This is an optimization exercise on Yosys and OpenROAD, whose aim is small area, not a production implementation. Only simulation tests tie the RTL to the original design; equivalence was not proved. No activity file was given, so power comes from the tool's default toggle rates.

--- run.sh ---
#!/bin/bash
# synth_recipe.tcl (not shown) runs the flow's synth.tcl, then flattens the netlist and writes it again
# the make line also repeats each setting of config.mk as NAME=value (left out here)
make -C /OpenROAD-flow-scripts/flow DESIGN_CONFIG=/design/flow/config.mk WORK_HOME=/design/flow/orfs CLKGATE_MAP_FILE= SYNTH_SCRIPT=/design/flow/synth_recipe.tcl finish
--- config.mk ---
export PLATFORM = sky130hd
export DESIGN_NAME = RGB_YCbCr
export DESIGN_NICKNAME = RGB_YCbCr
export VERILOG_FILES = /design/flow/design.v
export SDC_FILE = /design/flow/constraint.sdc
export NUM_CORES = 4
export LEC_CHECK = 0
export CAP_MARGIN = 20
export CORE_MARGIN = 2
export CORE_UTILIZATION = 40
export SLEW_MARGIN = 20
--- constraint.sdc ---
create_clock -name core_clock -period 7.0 [get_ports {clock}]
set_input_delay 1.4000 -clock core_clock [delete_from_list [all_inputs] [get_ports {clock}]]
set_output_delay 1.4000 -clock core_clock [all_outputs]
set_load 0.01 [all_outputs]
--- design.v ---
`timescale 1ns/1ps
module latency #(
	parameter	LAT		= 2,
	parameter	DSIZE	= 1
)(
	input					clk,
	input					rst_n,
	input [DSIZE-1:0]		d,
	output[DSIZE-1:0]		q
);
reg	[DSIZE-1:0]		ltc		[LAT-1:0];
always@(posedge clk,negedge rst_n)begin:GEN_LAT
integer II;
	if(~rst_n)begin
		for(II=0;II<LAT;II=II+1)
			ltc[II]		<= {DSIZE{1'b0}};
	end else begin
		ltc[0]	<= d;
		for(II=1;II<LAT;II=II+1)
			ltc[II]		<= ltc[II-1];
end end
assign	q	= ltc[LAT-1];
endmodule
`timescale 1ns/1ps
module RGB_YCbCr #(
	parameter	DSIZE	= 16,
	parameter	MSIZE	= 12
)(
	input				clock  		,
	input				invsync     ,
	input				inhsync     ,
	input				inde        ,
	input [DSIZE-1:0]	inR         ,
	input [DSIZE-1:0]	inG         ,
	input [DSIZE-1:0]	inB         ,
	output				outvsync	,
	output				outhsync    ,
	output				outde       ,
	output[DSIZE-1:0]	outY        ,
	output[DSIZE-1:0]	outCb       ,
	output[DSIZE-1:0]	outCr
);
localparam [MSIZE-1:0]	  	M00p0_257		= 0.257 * 2**MSIZE,
							M10n0_148		= 0.148 * 2**MSIZE,
							M20p0_439       = 0.439 * 2**MSIZE;
localparam [MSIZE-1:0]		M01p0_504		= 0.504 * 2**MSIZE,
							M11n0_291		= 0.291 * 2**MSIZE,
							M21n0_368		= 0.368 * 2**MSIZE;
localparam [MSIZE-1:0]		M20p0_098		= 0.098 * 2**MSIZE,
							M21p0_439		= 0.439 * 2**MSIZE,
							M22n0_071		= 0.071 * 2**MSIZE;
reg [DSIZE+MSIZE-1:0]	Rxp0_257,Rxn0_148,Rxp0_439;
always@(posedge clock)begin
	Rxp0_257	<= inR * M00p0_257;
	Rxn0_148	<= inR * M10n0_148;
	Rxp0_439	<= inR * M20p0_439;
end
reg [DSIZE+MSIZE-1:0]	Gxp0_504,Gxn0_291,Gxn0_368;
always@(posedge clock)begin
	Gxp0_504	<= inG * M01p0_504;
	Gxn0_291	<= inG * M11n0_291;
	Gxn0_368	<= inG * M21n0_368;
end
reg [DSIZE+MSIZE-1:0]	Bxp0_098,Bxp0_439,Bxn0_071;
always@(posedge clock)begin
	Bxp0_098	<= inB * M20p0_098;
	Bxp0_439	<= inB * M21p0_439;
	Bxn0_071	<= inB * M22n0_071;
end
reg [DSIZE-1:0]	Rxp0_257__Gxp0_504;
reg [DSIZE-1:0]	Rxn0_148__Gxn0_291;
reg [DSIZE-1:0]	Gxn0_368__Bxn0_071;
reg [DSIZE-1:0]	Bxp0_098__16;
reg [DSIZE-1:0]	Bxp0_439__128;
reg [DSIZE-1:0]	Rxp0_439__128;
always@(posedge clock)begin
	Rxp0_257__Gxp0_504	<= Rxp0_257[DSIZE+MSIZE-1-:DSIZE] + Gxp0_504[DSIZE+MSIZE-1-:DSIZE];
	Rxn0_148__Gxn0_291	<= Rxn0_148[DSIZE+MSIZE-1-:DSIZE] + Gxn0_291[DSIZE+MSIZE-1-:DSIZE];
	Gxn0_368__Bxn0_071	<= Gxn0_368[DSIZE+MSIZE-1-:DSIZE] + Bxn0_071[DSIZE+MSIZE-1-:DSIZE];
	Bxp0_098__16		<= Bxp0_098[DSIZE+MSIZE-1-:DSIZE] + (2**DSIZE)/16;
	Bxp0_439__128		<= Bxp0_439[DSIZE+MSIZE-1-:DSIZE] + (2**DSIZE)/2;
	Rxp0_439__128		<= Rxp0_439[DSIZE+MSIZE-1-:DSIZE] + (2**DSIZE)/2;
end
reg [DSIZE-1:0]	Rxp0_257__Gxp0_504___Bxp0_098__16;
reg [DSIZE-1:0]	Rxn0_148__Gxn0_291___Bxp0_439__128;
reg [DSIZE-1:0]	Gxn0_368__Bxn0_071___Rxp0_439__128;
always@(posedge clock)begin
	Rxp0_257__Gxp0_504___Bxp0_098__16	<= Rxp0_257__Gxp0_504 	+ Bxp0_098__16;
	Rxn0_148__Gxn0_291___Bxp0_439__128	<= Bxp0_439__128		- Rxn0_148__Gxn0_291;
	Gxn0_368__Bxn0_071___Rxp0_439__128	<= Rxp0_439__128		- Gxn0_368__Bxn0_071;
end    
assign	outY  		=  Rxp0_257__Gxp0_504___Bxp0_098__16; 
assign	outCb       =  Rxn0_148__Gxn0_291___Bxp0_439__128;
assign	outCr       =  Gxn0_368__Bxn0_071___Rxp0_439__128; 
latency #(
	.LAT		(3),
	.DSIZE		(3)
)lat_sync(
	.clk		(clock						),
	.rst_n		(1'b1						),
	.d			({invsync,inhsync,inde}		),
	.q			({outvsync,outhsync,outde}	)
);
endmodule
==> results.toml <==
[detailed_routing]
drt-vias-per-instance = 4.88
drt_first_pass_iters = 5
ant_nets = 0
drcViolationCount = 0
vias = 18300
routed_wl_mm = 59.0
drt_iter0_markers = 788
wire_per_inst_um = 15.7

[sta]
worst_pin_slew_ns = 0.728
fin_setup_tns_ns = 0
final_hold_viol_count = 0
max_freq_mhz = 159
finClkSkew_ns = 0.0289
whs_ns = 0.303
timing.final.ws_setup_ns = 0.704
setup_viol = 0
post-route-period-util_pct = 89.9
maxSlewViolCount = 0
rsz0062_at_grt = "no"
fin_crit_ns = 6.30
max-slew-margin-rel_pct = 51.2

[yosys]
synth.area.top_cells = "ha_1 (30%), dfxtp_1 (21%), fa_1 (18%)"
synthMostInstantiatedCell = "ha_1"
netlist_area_mm2 = 0.0267
synthArstFlopShare_pct = 0
synth.distinct_cells = 70
yosysWarningCount = 12
synth-edff-count = 0
netlist_instances = 2686
netlist.area_leader.share_pct = 30.3
synth.net_count = 3629
synth_top_cell_by_area = "ha_1"
ys_ff_latch = 280
syn_avg_cell_area_um2 = 9.93
synth_common_cells = "ha_1 (647), inv_1 (549), dfxtp_1 (280), fa_1 (244), nor2_1 (148)"
ys.flop_type = "dfxtp_1"
synth_seq_area_share_pct = 21.0

[setup_path]
cp_max_fo = 8
critPathLaunchType = "primary input"
arrival_ns = 6.76
critical_path.cell_chain = "clkdlybuf4s50_1, ha_1, xor2_1, ha_1, fa_1, inv_1, fa_1, fa_1, inv_1, ha_1, o21ai_0, a32o_2, a311oi_2, a311o_2, a221oi_4, o41ai_2, nor4_1, nor3_1, xnor2_1"
cpMaxStageDelayCell = "clkdlybuf4s50_1"
cp-end-kind = "register"
crit_type = "in -> reg"
cp.required_ns = 7.47
critPathMaxStageDelay_ns = 0.63

[placement]
post-place-ws_ns = 0.156
dp.cells = 3697
gp_congestion = 0.900
dp_hpwl_mm = 51.0
port_buffers = 102
placed_cell_area_mm2 = 0.0291

[global_routing]
grt_pass1_vias = 19400
grt_use_total_pct = 17.6
overflow = 0
grt_max_degree = 15
grt_pass1_wl_mm = 98.9
antenna_found_initial = 2

[floorplan]
die_y_um = 262
pin_count = 103
coreArea_mm2 = 0.0659
start_util_pct = 40.5
die_w_um = 262
floorplan.rows = 94
dieArea_mm2 = 0.0688

[power]
intPower_mw = 7.67
pwr-share-comb_pct = 66.1
power_density_mw_per_mm2 = 453
sw_frac_of_total_pct = 44.3
ir_drop_mv = 0.242
clkPwrFrac_pct = 13.6
power_mw = 13.8
leakage_nw = 15.8
seqPwrFrac_pct = 20.3
power.switching_mw = 6.09

[clock_network]
cts_buffers = 34
clk_latency_ns = 0.56
htree_levels = 2
cts_resized = 0
postCtsHoldBufs = 0
clock_path_buffers = 3
post_cts_buffers = 0
clock_sinks = 280
cts_tree = "done"
clkTransAtPathRegs_ns = 0.06
root_buffer = "clkbuf_16"

[cells_and_area]
final_util_pct = 46.1
fin_nets = 3812
layout.cells.non_filler = 3759
final_area_mm2 = 0.0304
area_delta_synth_final_pct = 13.8
drive_gt1_share_pct = 4.53

[min_path]
worstHoldPathType = "reg -> reg"

[outcome]
status = "complete, no violations"

[run]
maxCapViolations = 0
path summary, 6_finish.rpt:
check                           from                endpoint  slack, ns  cells past startpoint
setup / recovery              inG[0]            Gxn0_368[26]       0.70                     19
hold / removal    lat_sync.ltc[0][2]      lat_sync.ltc[1][2]       0.30                      0
setup reg to reg        Rxp0_257[12]  Rxp0_257__Gxp0_504[14]       3.73                     12
hold reg to reg   lat_sync.ltc[0][2]      lat_sync.ltc[1][2]       0.30                      0
cell usage in the layout, fill, tap and decap left out, types with 13 or more instances in the layout:
| master | synthesis | final |
|---|---|---|
| and3_1 | 15 | 15 |
| dfxtp_1 | 280 | 280 |
| xor2_1 | 40 | 40 |
| xnor2_1 | 133 | 133 |
| a21oi_1 | 103 | 103 |
| o21ai_0 | 55 | 55 |
| clkbuf_16 | 0 | 34 |
| nand3_1 | 28 | 28 |
| a211oi_1 | 13 | 13 |
| nor2_1 | 148 | 148 |
| fa_1 | 244 | 244 |
| a31oi_1 | 18 | 18 |
| a21o_1 | 49 | 49 |
| or3_1 | 16 | 16 |
| inv_1 | 549 | 549 |
| o21a_1 | 29 | 29 |
| ha_1 | 647 | 647 |
| buf_4 | 0 | 48 |
| nor3_1 | 51 | 51 |
| nor2b_1 | 32 | 32 |
| nand2_1 | 73 | 73 |
| clkdlybuf4s50_1 | 0 | 102 |
power groups by stage:
stage	sequential (mW)	combinational, mW	clock, mW
after global placement	2.84	8.99	0
after global routing	2.88	10.3	1.99
after detailed placement	2.84	9.11	0
after floorplan	2.78	6.48	0
after CTS	2.82	9.21	1.93
final	2.80	9.09	1.87
state kept, by name, summed over array words and instances, names as in the netlist, 16 cells and up:
signal / flops
Rxn0_148__Gxn0_291: 16
Gxp0_504: 16
Gxn0_368__Bxn0_071: 16
Rxp0_257__Gxp0_504___Bxp0_098__16: 16
Rxn0_148__Gxn0_291___Bxp0_439__128: 16
Rxp0_257__Gxp0_504: 16
Gxn0_368__Bxn0_071___Rxp0_439__128: 16
cell families (layout without fill, tap and decap cells):
family,count (synthesis),count (layout),synth area share [%]
adder cells (fa/ha/maj),891,891,48.7
multiplexers,1,1,0.0375
buffers and inverters,552,760,7.77
XOR/XNOR,173,173,5.68
AND/OR/NAND/NOR,414,414,7.36
AO/OA/AOI/OAI,375,375,9.49
other,0,1,0
flip-flops,280,280,21.0
layout make-up:
cell class                      instances  area (um2)
Clock buffer                           43         935
Timing Repair Buffer                  150        1380
Clock inverter                         18         293
Tap cell                              864        1080
Multi-Input combinational cell       1854       19000
Inverter                              549        2060
Sequential cell                       280        5610
Fill cell                            6137       35500
Antenna cell                            1        2.50
metal layers:
metal / vias up / wire length [um] / GRT usage (%)
met5: - / 0 / 0
met4: 0 / 1290 / 4.12
met3: 66 / 2080 / 2.13
met2: 294 / 25900 / 28.5
met1: 8677 / 29700 / 25.0
li1: 9291 / - / -
critical path, delay by kind of cell:
family,cells,cell delay [ns]
adder cells (fa/ha/maj),6,2.44
AO/OA/AOI/OAI,6,1.51
buffers and inverters,3,0.74
AND/OR/NAND/NOR,2,0.36
XOR/XNOR,2,0.32

==> separate check: timing with driven ports <==
In the flow no input, the clock included, has a driving cell. The finished layout below was timed again as built, in two steps. Step 1: set_driving_cell puts a clkbuf_16 on clock and a buf_2 on each other input, an assumption about the parent block. Step 2 moves the port delays by t, midway between the first and last clock arrival at a register: inputs arrive t later, outputs are due t later. That takes back most of the time a late clock gives input paths. Three values: no drivers, after step 1, after step 2; two values: the first two.
t (ns): 0.601
slack for setup (ns): 0.704 / 0.736 / 0.135
worst setup path after step 2: input to register
worst data-port slew with drivers (ns): 0.07
pins driven straight from the clock port: 1
After both steps setup and hold are still met in this run. The setup slack of this run moves by +0.032 ns with the drivers and by -0.569 ns with both steps.
